This is an optimization exercise on Yosys and OpenROAD, whose aim is small area, a short achievable clock period and few clock cycles, not a production implementation.
Only simulation tests tie the RTL to the original design; equivalence was not proved.
No activity file was given, so power comes from the tool's default toggle rates.

before:
==> flow/design.v <==
module ge8(input [7:0] a, b, output y);
wire [7:0] g0 = a & ~b, l0 = ~a & b;
wire [3:0] g1, l1;
wire [1:0] g2, l2;
genvar i;
generate for (i = 0; i < 4; i = i + 1) begin : m1
	assign g1[i] = g0[2*i+1] | ~l0[2*i+1] & g0[2*i];
	assign l1[i] = l0[2*i+1] | ~g0[2*i+1] & l0[2*i];
end endgenerate
generate for (i = 0; i < 2; i = i + 1) begin : m2
	assign g2[i] = g1[2*i+1] | ~l1[2*i+1] & g1[2*i];
	assign l2[i] = l1[2*i+1] | ~g1[2*i+1] & l1[2*i];
end endgenerate
assign y = ~(l2[1] | ~g2[1] & l2[0]);
endmodule
module comparator_9(
	input	[7:0]	l_lo, l_md, l_hi,
	input	[7:0]	c_lo, c_md, c_hi,
	input	[7:0]	r_lo, r_md, r_hi,
	input			lc_lo, lc_md, lc_hi,
	output			cr_lo, cr_md, cr_hi,
	output	[7:0]	x, y, z
);
wire lr_lo, lr_md, lr_hi;
ge8 g0(.a(c_lo), .b(r_lo), .y(cr_lo));
ge8 g1(.a(c_md), .b(r_md), .y(cr_md));
ge8 g2(.a(c_hi), .b(r_hi), .y(cr_hi));
ge8 g3(.a(l_lo), .b(r_lo), .y(lr_lo));
ge8 g4(.a(l_md), .b(r_md), .y(lr_md));
ge8 g5(.a(l_hi), .b(r_hi), .y(lr_hi));
assign x = (lc_lo & lr_lo) ? l_lo : (!lc_lo & cr_lo) ? c_lo : r_lo;
assign y = (lc_md ^ lr_md) ? l_md : (lc_md ^ cr_md) ? r_md : c_md;
assign z = (!lc_hi & !lr_hi) ? l_hi : (lc_hi & !cr_hi) ? c_hi : r_hi;
endmodule
module med3(input [7:0] a, b, c, output [7:0] y);
wire ab, ac, bc;
ge8 g0(.a(a), .b(b), .y(ab));
ge8 g1(.a(a), .b(c), .y(ac));
ge8 g2(.a(b), .b(c), .y(bc));
assign y = (ab ^ ac) ? a : (ab ^ bc) ? c : b;
endmodule
module sort3(
	input	[7:0]	a, m, b,
	input			am, ab, mb,
	output	[7:0]	lo, md, hi,
	output			m_lo, m_hi
);
assign hi = (am & ab) ? a : (!am & mb) ? m : b;
assign lo = (!am & !ab) ? a : (am & !mb) ? m : b;
assign md = (am ^ ab) ? a : (am ^ mb) ? b : m;
assign m_hi = !am & mb;
assign m_lo = am & !mb;
endmodule
module CU(
	input						clk,
	input						rst,
	output reg	[2:0]		ph,			 
	output reg	[17:0]	rd_pair,		 
	output reg				border,		 
	output reg	[18:0]	out_address,
	output reg				out_valid
);
localparam NPAIR = 153600;            
localparam RD_START = 18'd261904;     
localparam RD_LAST  = 18'd153839;     
reg	[1:0]	warm;                       
reg	[3:0]	m15;                        
wire [17:0] opair = out_address[18:1];
wire row_first = ~|opair[17:8] & ~&opair[7:4] & ~(opair[7:4] == 4'hE & &opair[3:0]);
wire row_last = (opair[17:8] == 10'h257) & (|opair[7:4] | &opair[3:0]);
wire row_border = row_first | row_last;
wire rd_wrap = &(rd_pair | ~RD_LAST);
wire op_wrap = &(opair | ~(NPAIR - 1));
reg first;
always @(posedge clk or negedge rst) begin
	if (!rst) begin
		first <= 1'b1;
		ph <= 3'b001;
		warm <= 2'd0;
		m15 <= 4'd0;
		out_valid <= 1'b0;
	end else begin
		first <= 1'b0;
		ph <= {ph[1:0], ph[2]};
		if (ph[2] && warm != 2'd3) warm <= warm + 2'd1;
		if (ph[1] && warm == 2'd3 && &opair[3:0])
			m15 <= (m15 == 4'd14) ? 4'd0 : m15 + 4'd1;
		out_valid <= (ph[1] && warm[1]) || (ph[0] && warm == 2'd3);
	end
end
always @(posedge clk) begin
	if (first)
		rd_pair <= 18'd0;
	else if (ph[2])
		rd_pair <= rd_wrap ? RD_START : rd_pair - 18'd479;
	else
		rd_pair <= rd_pair + 18'd240;
	if (first)
		out_address[18:1] <= 18'd0;
	else if (ph[1] && warm == 2'd3)
		out_address[18:1] <= op_wrap ? 18'd0 : opair + 18'd1;
	out_address[0] <= (ph[0]);
	border <= row_border || (m15 == 4'd14 && opair[3:1] == 3'b111 && (opair[0] == ph[2]));
end
endmodule
module DU(
	input						clk,
	input			[2:0]		ph,			 
	input						border,
	input			[7:0]		q_a,
	input			[7:0]		q_b,
	output reg	[7:0]		out
);
reg [7:0] ra;
reg [7:0] rb, b1, b2;
reg [7:0] st, sm, sb;
wire p1 = ph[1];         
wire p2 = ph[2];         
wire shift = !ph[0];     
reg s_am, s_ab, s_mb;
wire [7:0] st_n = p1 ? b2 : sm;
wire [7:0] sm_n = p1 ? b1 : p2 ? ra : sb;
wire [7:0] sb_n = p1 ? rb : q_a;
wire am_n, ab_n, mb_n;
ge8 c0(.a(st_n), .b(sm_n), .y(am_n));
ge8 c1(.a(st_n), .b(sb_n), .y(ab_n));
ge8 c2(.a(sm_n), .b(sb_n), .y(mb_n));
always @(posedge clk) begin
	ra <= q_a;
	rb <= q_b; b1 <= rb; b2 <= b1;
	st <= st_n;
	sm <= sm_n;
	sb <= sb_n;
	s_am <= am_n;
	s_ab <= ab_n;
	s_mb <= mb_n;
end
wire [7:0] s_lo, s_md, s_hi;
wire       s_tlo, s_thi;
sort3 srt(.a(st), .m(sm), .b(sb), .am(s_am), .ab(s_ab), .mb(s_mb), .lo(s_lo), .md(s_md), .hi(s_hi), .m_lo(s_tlo), .m_hi(s_thi));
reg [7:0] l_lo, l_md, l_hi;
reg       lc_lo, lc_md, lc_hi;    
wire      cr_lo, cr_md, cr_hi;    
reg [7:0] c_lo, c_md, c_hi;
reg       c_tlo, c_thi;
reg [7:0] r_lo, r_md, r_hi;
reg       r_tlo, r_thi;
always @(posedge clk) begin
	if (shift) begin
		l_lo <= c_lo; l_md <= c_md; l_hi <= c_hi;
		lc_lo <= cr_lo; lc_md <= cr_md; lc_hi <= cr_hi;
		c_lo <= r_lo; c_md <= r_md; c_hi <= r_hi; c_tlo <= r_tlo; c_thi <= r_thi;
		r_lo <= s_lo; r_md <= s_md; r_hi <= s_hi; r_tlo <= s_tlo; r_thi <= s_thi;
	end
end
wire [7:0] c_mid = c_tlo ? c_lo : c_thi ? c_hi : c_md;
wire [7:0] mx_lo, md_md, mn_hi;
comparator_9 cmp(
	.l_lo(l_lo), .l_md(l_md), .l_hi(l_hi),
	.c_lo(c_lo), .c_md(c_md), .c_hi(c_hi),
	.r_lo(r_lo), .r_md(r_md), .r_hi(r_hi),
	.lc_lo(lc_lo), .lc_md(lc_md), .lc_hi(lc_hi),
	.cr_lo(cr_lo), .cr_md(cr_md), .cr_hi(cr_hi),
	.x(mx_lo), .y(md_md), .z(mn_hi)
);
reg [7:0] x, y, z;
always @(posedge clk) begin
	x <= border ? c_mid : mx_lo;
	y <= border ? c_mid : md_md;
	z <= border ? c_mid : mn_hi;
end
wire [7:0] med;
med3 m3(.a(x), .b(y), .c(z), .y(med));
always @(posedge clk) out <= med;
endmodule
module medianFilter(
	output	[7:0]		out,
	output 	[18:0]	out_address,
	output				out_valid,
	output	[18:0]	address_a,
	output	[18:0]	address_b,
	input		[7:0]		q_a,
	input		[7:0]		q_b,
	input					clk,
	input 				rst
);
wire	[2:0]	ph;
wire			border;
wire	[17:0]	rd_pair;
CU cu(
	.clk				(clk),
	.rst				(rst),
	.ph				(ph),
	.rd_pair			(rd_pair),
	.border			(border),
	.out_address	(out_address),
	.out_valid		(out_valid)
);
assign address_a = {rd_pair, 1'b0};
assign address_b = {rd_pair, 1'b1};
DU du(
	.clk				(clk),
	.ph				(ph),
	.border			(border),
	.q_a				(q_a),
	.q_b				(q_b),
	.out				(out)
);
endmodule
Settings: LEC_CHECK=0, CAP_MARGIN=20, CORE_MARGIN=2, CORE_UTILIZATION=60, CTS_BUF_LIST=sky130_fd_sc_hd__clkbuf_16, CTS_CLUSTER_DIAMETER=100, CTS_CLUSTER_SIZE=30, PLACE_DENSITY=0.75, SETUP_SLACK_MARGIN=4.7, SLEW_MARGIN=20; clock period 7.0 ns.
run.sh (not shown) runs the stock make flow with config.mk's settings and CLKGATE_MAP_FILE= SYNTH_SCRIPT=/design/flow/synth_recipe.tcl, a recipe that flattens the netlist after the stock synthesis.
Testbench counts of before, summed over its fixed seeds: cycles 1,843,232.
Here is what was changed in the inputs of after compared with before.
-- flow/design.v --
<<< before, line 112
	output reg	[7:0]		out
);
reg [7:0] ra;
reg [7:0] rb, b1, b2;
reg [7:0] st, sm, sb;
>>> after, line 112
	output reg	[7:0]		out
);
reg [7:0] rb, b1, b2;
reg [7:0] st, sm, sb;
<<< before, line 120
reg s_am, s_ab, s_mb;
wire [7:0] st_n = p1 ? b2 : sm;
wire [7:0] sm_n = p1 ? b1 : p2 ? ra : sb;
wire [7:0] sb_n = p1 ? rb : q_a;
wire am_n, ab_n, mb_n;
ge8 c0(.a(st_n), .b(sm_n), .y(am_n));
>>> after, line 119
reg s_am, s_ab, s_mb;
wire [7:0] st_n = p1 ? b2 : sm;
wire [7:0] sm_n = p1 ? b1 : sb;
wire [7:0] sb_n = p1 ? rb : q_a;    
wire am_n, ab_n, mb_n;
ge8 c0(.a(st_n), .b(sm_n), .y(am_n));
<<< before, line 127
ge8 c2(.a(sm_n), .b(sb_n), .y(mb_n));
always @(posedge clk) begin
	ra <= q_a;
	rb <= q_b; b1 <= rb; b2 <= b1;
	st <= st_n;
	sm <= sm_n;
	sb <= sb_n;
	s_am <= am_n;
	s_ab <= ab_n;
	s_mb <= mb_n;
end
wire [7:0] s_lo, s_md, s_hi;
wire       s_tlo, s_thi;
sort3 srt(.a(st), .m(sm), .b(sb), .am(s_am), .ab(s_ab), .mb(s_mb), .lo(s_lo), .md(s_md), .hi(s_hi), .m_lo(s_tlo), .m_hi(s_thi));
reg [7:0] l_lo, l_md, l_hi;
reg       lc_lo, lc_md, lc_hi;    
>>> after, line 126
ge8 c2(.a(sm_n), .b(sb_n), .y(mb_n));
always @(posedge clk) begin
	rb <= q_b; b1 <= rb; b2 <= b1;
	st <= st_n;
	sm <= sm_n;
	sb <= q_a;
	s_am <= am_n;
	s_ab <= ab_n;
	s_mb <= mb_n;
end
wire [7:0] s_b = p2 ? b1 : sb;
wire [7:0] s_lo, s_md, s_hi;
wire       s_tlo, s_thi;
sort3 srt(.a(st), .m(sm), .b(s_b), .am(s_am), .ab(s_ab), .mb(s_mb), .lo(s_lo), .md(s_md), .hi(s_hi), .m_lo(s_tlo), .m_hi(s_thi));
reg [7:0] l_lo, l_md, l_hi;
reg       lc_lo, lc_md, lc_hi;    
==> comparison <==
The higher total power of the final layout of before and after is in after. For area of the multi-input gates, dividing the value from before by the value from after gives 0.933. The count of vias placed by the detailed router of after exceeds that of before by 187. Compared to before, the router laid down more metal wire for after. Measured against each other, before and after differ in leakage power of the design, the lower figure coming from after. before → after: clock power share lost 0.3 points, die height neither gained nor lost much, final critical path time including I/O delays and setup neither gained nor lost much.
Testbench counts of after, summed over its fixed seeds: cycles 1,843,232.

## port drivers added, routing unchanged
In the flow no input, the clock included, has a driving cell. The finished layouts below were timed again as built, in two steps.
Step 1 assumes that a clkbuf_16 drives the clock port and a buf_2 every other input.
Step 2, shift: input delay + t, output delay - t, t = (earliest + latest rising clock arrival at the registers) / 2. This alone moves slack from input paths to output paths.
a / b / c = no drivers / after step 1 / after step 2; a / b = the first two.
| run | shift t [ns] | setup WS [ns] | worst hold slack (ns) | worst register clock-pin slew, ns |
|---|---|---|---|---|
| before | 0.497 | 4.542 / 4.502 / 4.057 | 0.356 / 0.356 / 0.356 | 0.12 / 0.12 |
| after | 0.508 | 4.544 / 4.501 / 4.116 | 0.359 / 0.359 / 0.359 | 0.12 / 0.12 |
After both steps every run listed still meets setup and hold. The setup slack of before, which loses most, moves by -0.040 ns with the drivers and by -0.485 ns with both steps.
